Context: an optimization exercise on an open-source flow, tuned for small area and a short achievable clock period. The choices shown serve that exercise and are no tape-out recipe. RTL that was checked went through simulation tests only; none was proved equivalent to the original. No driver is modelled on the clock port, so clocking that relies on it looks cheaper here than on a real chip.

==> flow/design.v (excerpt) <==
module MultiTop(
    input             clk,
    input      [31:0] a,
    input      [31:0] b,
    output reg [31:0] prod
);
For scale: roughly 1,100 cells after synthesis, roughly 97 I/O pins, about 12,000 um^2 of cells after synthesis.
clock: 17.0 ns
lec_check: 0
cap_margin: 20
core_margin: 2
core_utilization: 40
slew_margin: 77
synth_hierarchical: 1
synth_minimum_keep_size: 0
standard.sh (not shown) runs the stock make flow with config.mk's settings and CLKGATE_MAP_FILE= SYNTH_SCRIPT=/design/flow/synth_recipe.tcl, a recipe that flattens the netlist after the stock synthesis.
==> flow/flow/run.sh <==
#!/bin/bash
# The standard layout (the standard.sh, standard synthesis included), except that the
# buffers buffer_ports puts on every input and output port are buf_1 cells rather than the
# clkdlybuf4s50_1 delay cells it picks by default. The make output goes to standard.log;
# ORFS keeps each step's own log under orfs/logs/.
set -euo pipefail
bash standard.sh BUFFER_PORTS_ARGS="-buffer_cell sky130_fd_sc_hd__buf_1" finish > standard.log 2>&1
The starting point finished clean.
==> next run, changes <==
==> flow/flow/run.sh (replaced) <==
#!/bin/bash
set -euo pipefail
SKEW_CELLS="sky130_fd_sc_hd__clkdlybuf4s50_1" \
  bash standard.sh BUFFER_PORTS_ARGS="-buffer_cell sky130_fd_sc_hd__buf_1" PRE_CTS_TCL="$(pwd)/flow/skew.tcl" finish > standard.log 2>&1
==> flow/flow/skew.tcl (new file) <==
set block [ord::get_db_block]
set db [ord::get_db]
set clk [$block findNet clk]
set cells [split $::env(SKEW_CELLS) ","]
set flops {}
set sx 0.0
set sy 0.0
foreach i [$block getInsts] {
  if {[string match {prod\[*} [$i getName]]} {
    lappend flops $i
    set bb [$i getBBox]
    set sx [expr {$sx + [$bb xMin]}]
    set sy [expr {$sy + [$bb yMin]}]
  }
}
set nf [llength $flops]
puts "skew: $nf product registers"
if {$nf != 32} { error "skew: expected 32 product registers, found $nf" }
set cx [expr {int($sx / $nf)}]
set cy [expr {int($sy / $nf)}]
set prev $clk
set k 0
foreach c $cells {
  set m [$db findMaster $c]
  if {$m eq "NULL" || $m eq ""} { error "skew: no master $c" }
  set inst [odb::dbInst_create $block $m skew_dly_$k]
  set net [odb::dbNet_create $block clk_prod_$k]
  $net setSigType CLOCK
  [$inst findITerm A] connect $prev
  [$inst findITerm X] connect $net
  $inst setLocation $cx $cy
  $inst setPlacementStatus PLACED
  set prev $net
  incr k
}
foreach i $flops {
  set it [$i findITerm CLK]
  $it disconnect
  $it connect $prev
}
puts "skew: product registers now clocked from [$prev getName] through $k cells"
detailed_placement
- SLEW_MARGIN: 77 -> 72
=> With this change the flow never finished: it broke off in 4_1_cts; synthesized cell count is unchanged; area after synthesis does not change.

* * *

== before ==
Another version of the RTL of MultiTop (not shown whole).
For scale: roughly 96 flip-flops, ~97 I/O pins, ~12000 µm² of cells after synthesis.
// MultiTop
module MultiTop(
    input             clk,
    input      [31:0] a,
    input      [31:0] b,
    output reg [31:0] prod
);
    reg  [31:0] a_q;
    reg  [31:0] b_q;
    wire [31:0] p;
    Multi multi(
        .a(a_q),
        .b(b_q),
        .prod(p)
    );
    always @(posedge clk) begin
        a_q  <= a;
        b_q  <= b;
        prod <= p;
    end
endmodule
clock: 17.0 ns
lec_check: 0
cap_margin: 20
core_margin: 2
core_utilization: 40
slew_margin: 20
synth_hierarchical: 1
synth_minimum_keep_size: 0
run.sh (not shown) runs the stock make flow with config.mk's settings and CLKGATE_MAP_FILE= SYNTH_SCRIPT=/design/flow/synth_recipe.tcl, a recipe that flattens the netlist after the stock synthesis.
Stock flow here: none of the scripts above is used.
before finished every step from synthesis to the final layout, and the layout passed the timing, DRC and antenna checks.
> inputs changed (before -> after)
- SLEW_MARGIN changed from 20 to 75
==> notes.md <==
Each of the runs, namely before and after, reached the end of the flow and came out clean. after: worst setup slack 1.51 ns above before. after: fill cell instance count of the final layout is 1.1% lower than what before reported.
No functional check of the RTL was part of any run of this note.

* * *

MultiTop, a different RTL version from the one above (not shown whole).
Size in the first run: roughly 96 flip-flops.
Design MultiTop, start of the top module:
module MultiTop(
    input             clk,
    input      [31:0] a,
    input      [31:0] b,
    output reg [31:0] prod
);
==> flow/config.mk <==
export PLATFORM = sky130hd
export DESIGN_NAME = MultiTop
export DESIGN_NICKNAME = MultiTop
export VERILOG_FILES = /design/flow/design.v
export SDC_FILE = /design/flow/constraint.sdc
export NUM_CORES = 4
export LEC_CHECK = 0
export CAP_MARGIN = 20
export CORE_MARGIN = 2
export CORE_UTILIZATION = 40
export SLEW_MARGIN = 20
export SYNTH_HIERARCHICAL = 1
export SYNTH_MINIMUM_KEEP_SIZE = 0
==> flow/constraint.sdc <==
create_clock -name core_clock -period 17.0 [get_ports {clk}]
set_input_delay 3.4000 -clock core_clock [delete_from_list [all_inputs] [get_ports {clk}]]
set_output_delay 3.4000 -clock core_clock [all_outputs]
set_load 0.01 [all_outputs]
standard.sh (not shown) runs the stock make flow with config.mk's settings and CLKGATE_MAP_FILE= SYNTH_SCRIPT=/design/flow/synth_recipe.tcl, a recipe that flattens the netlist after the stock synthesis.
==> flow/flow/run.sh <==
#!/bin/bash
# The standard layout (the standard.sh, standard synthesis included), with two changes:
# - buffer_ports puts buf_1 cells on the ports rather than clkdlybuf4s50_1 delay cells;
# - before the placement-stage repair_design, flow/fanout.tcl sets a max fanout, so that
#   repair_design buffers the high-fanout select nets.
# The make output goes to standard.log; ORFS keeps each step's own log under orfs/logs/.
set -euo pipefail
bash standard.sh BUFFER_PORTS_ARGS="-buffer_cell sky130_fd_sc_hd__buf_1" PRE_RESIZE_TCL="$(pwd)/flow/fanout.tcl" finish > standard.log 2>&1
==> flow/flow/fanout.tcl <==
# Buffer high-fanout nets (the Booth select lines): repair_design splits any net above this fanout.
set_max_fanout 8 [current_design]
The first run produced a clean layout.
Rerun with:
==> flow/run.sh (new file) <==
#!/bin/bash
# synth_recipe.tcl (not shown) runs the flow's synth.tcl, then flattens the netlist and writes it again
# the make line also repeats each setting of config.mk as NAME=value (left out here)
make -C /OpenROAD-flow-scripts/flow DESIGN_CONFIG=/design/flow/config.mk WORK_HOME=/design/flow/orfs CLKGATE_MAP_FILE= SYNTH_SCRIPT=/design/flow/synth_recipe.tcl finish
- SLEW_MARGIN: 20 -> 75
removed: flow/flow/run.sh
removed: flow/flow/fanout.tcl
removed: flow/standard.sh
Result: The changed run completed with no timing, DRC or antenna violations; maximum frequency came out higher by 85%; register-to-register slack improves by 4800 ps; hold slack loses 200 ps; setup slack gets better by 4800 ps; utilization drops by 1.4 points; clock-buffer cell count rises by 1; die area stays the same; global-route usage goes down by 3.5 points.
Rerun with:
==> flow/flow/run.sh (new file) <==
#!/bin/bash
# The standard layout (the standard.sh, standard synthesis included), except that the
# buffers buffer_ports puts on every input and output port are buf_1 cells rather than the
# clkdlybuf4s50_1 delay cells it picks by default. The make output goes to standard.log;
# ORFS keeps each step's own log under orfs/logs/.
set -euo pipefail
bash standard.sh BUFFER_PORTS_ARGS="-buffer_cell sky130_fd_sc_hd__buf_1" finish > standard.log 2>&1
==> flow/standard.sh (new file) <==
#!/bin/bash
# synth_recipe.tcl (not shown) runs the flow's synth.tcl, then flattens the netlist and writes it again
# the make line also repeats each setting of config.mk as NAME=value (left out here)
make -C /OpenROAD-flow-scripts/flow DESIGN_CONFIG=/design/flow/config.mk WORK_HOME=/design/flow/orfs CLKGATE_MAP_FILE= SYNTH_SCRIPT=/design/flow/synth_recipe.tcl "${@:-finish}"
- CORE_UTILIZATION: 40 -> 55
removed: flow/run.sh
Outcome:
- design area shrinks by 5.7%
- routed wire length drops by 1.3%
- die area falls by 27%
- clock-buffer cell count is lower by 1
Rerun with:
==> flow/flow/run.sh (replaced) <==
#!/bin/bash
# The standard layout (the standard.sh, standard synthesis included), with two changes:
# - buffer_ports puts buf_1 cells on the ports rather than clkdlybuf4s50_1 delay cells;
# - before the placement-stage repair_design, flow/fanout.tcl sets a max fanout, so that
#   repair_design buffers the high-fanout select nets.
# The make output goes to standard.log; ORFS keeps each step's own log under orfs/logs/.
set -euo pipefail
bash standard.sh BUFFER_PORTS_ARGS="-buffer_cell sky130_fd_sc_hd__buf_1" PRE_RESIZE_TCL="$(pwd)/flow/fanout.tcl" finish > standard.log 2>&1
==> flow/flow/fanout.tcl (new file) <==
# Buffer high-fanout nets (the Booth select lines): repair_design splits any net above this fanout.
set_max_fanout 14 [current_design]
- CORE_UTILIZATION: 55 -> 40
- SLEW_MARGIN: 75 -> 20
Worst hold slack is better by 37 ps.
Sequential share of layout area decreases by 0.61 points.
Count of clock-buffer cells in the layout is unchanged.
Final cell count rises by 10%.
Clock skew goes up by 3.3 ps.
Design area grows by 1.5%.
Core utilization fell by 16 points.
First-iteration DRC count went up by 4.0%.

[separate check: timing with driven ports]
The flow's constraints put no driver on any port. The routed layouts listed below were extracted and timed again, unchanged, in two steps. Step 1 sets driving cells, clkbuf_16 on the clock port and buf_2 on the other inputs (assumed; they add their load-dependent delay and slew). Step 2 adds t to the input delays and takes it off the output delays; t is the mean of the earliest and latest rising clock arrival at the registers after step 1. Input paths then give back, and output paths get back, about the clock's delay inside the block. Three values: ideal ports, drivers, drivers and shift; two values: the first two.
| run | t, ns | setup slack, ns | worst data-port slew with drivers (ns) |
|---|---|---|---|
| the first run of note 1 | 0.433 | 11.581 / 11.581 / 11.581 | 0.05 |
| before | 0.424 | 9.058 / 9.058 / 9.058 | 0.05 |
| after | 0.415 | 10.571 / 10.571 / 10.571 | 0.05 |
| the first run of note 3 | 0.426 | 6.656 / 6.656 / 6.656 | 0.04 |
| the second run of note 3 | 0.422 | 11.417 / 11.417 / 11.417 | 0.05 |
| the third run of note 3 | 0.409 | 11.352 / 11.352 / 11.352 | 0.03 |
| the fourth run of note 3 | 0.428 | 8.473 / 8.473 / 8.473 | 0.04 |
After both steps every run listed still meets setup and hold.
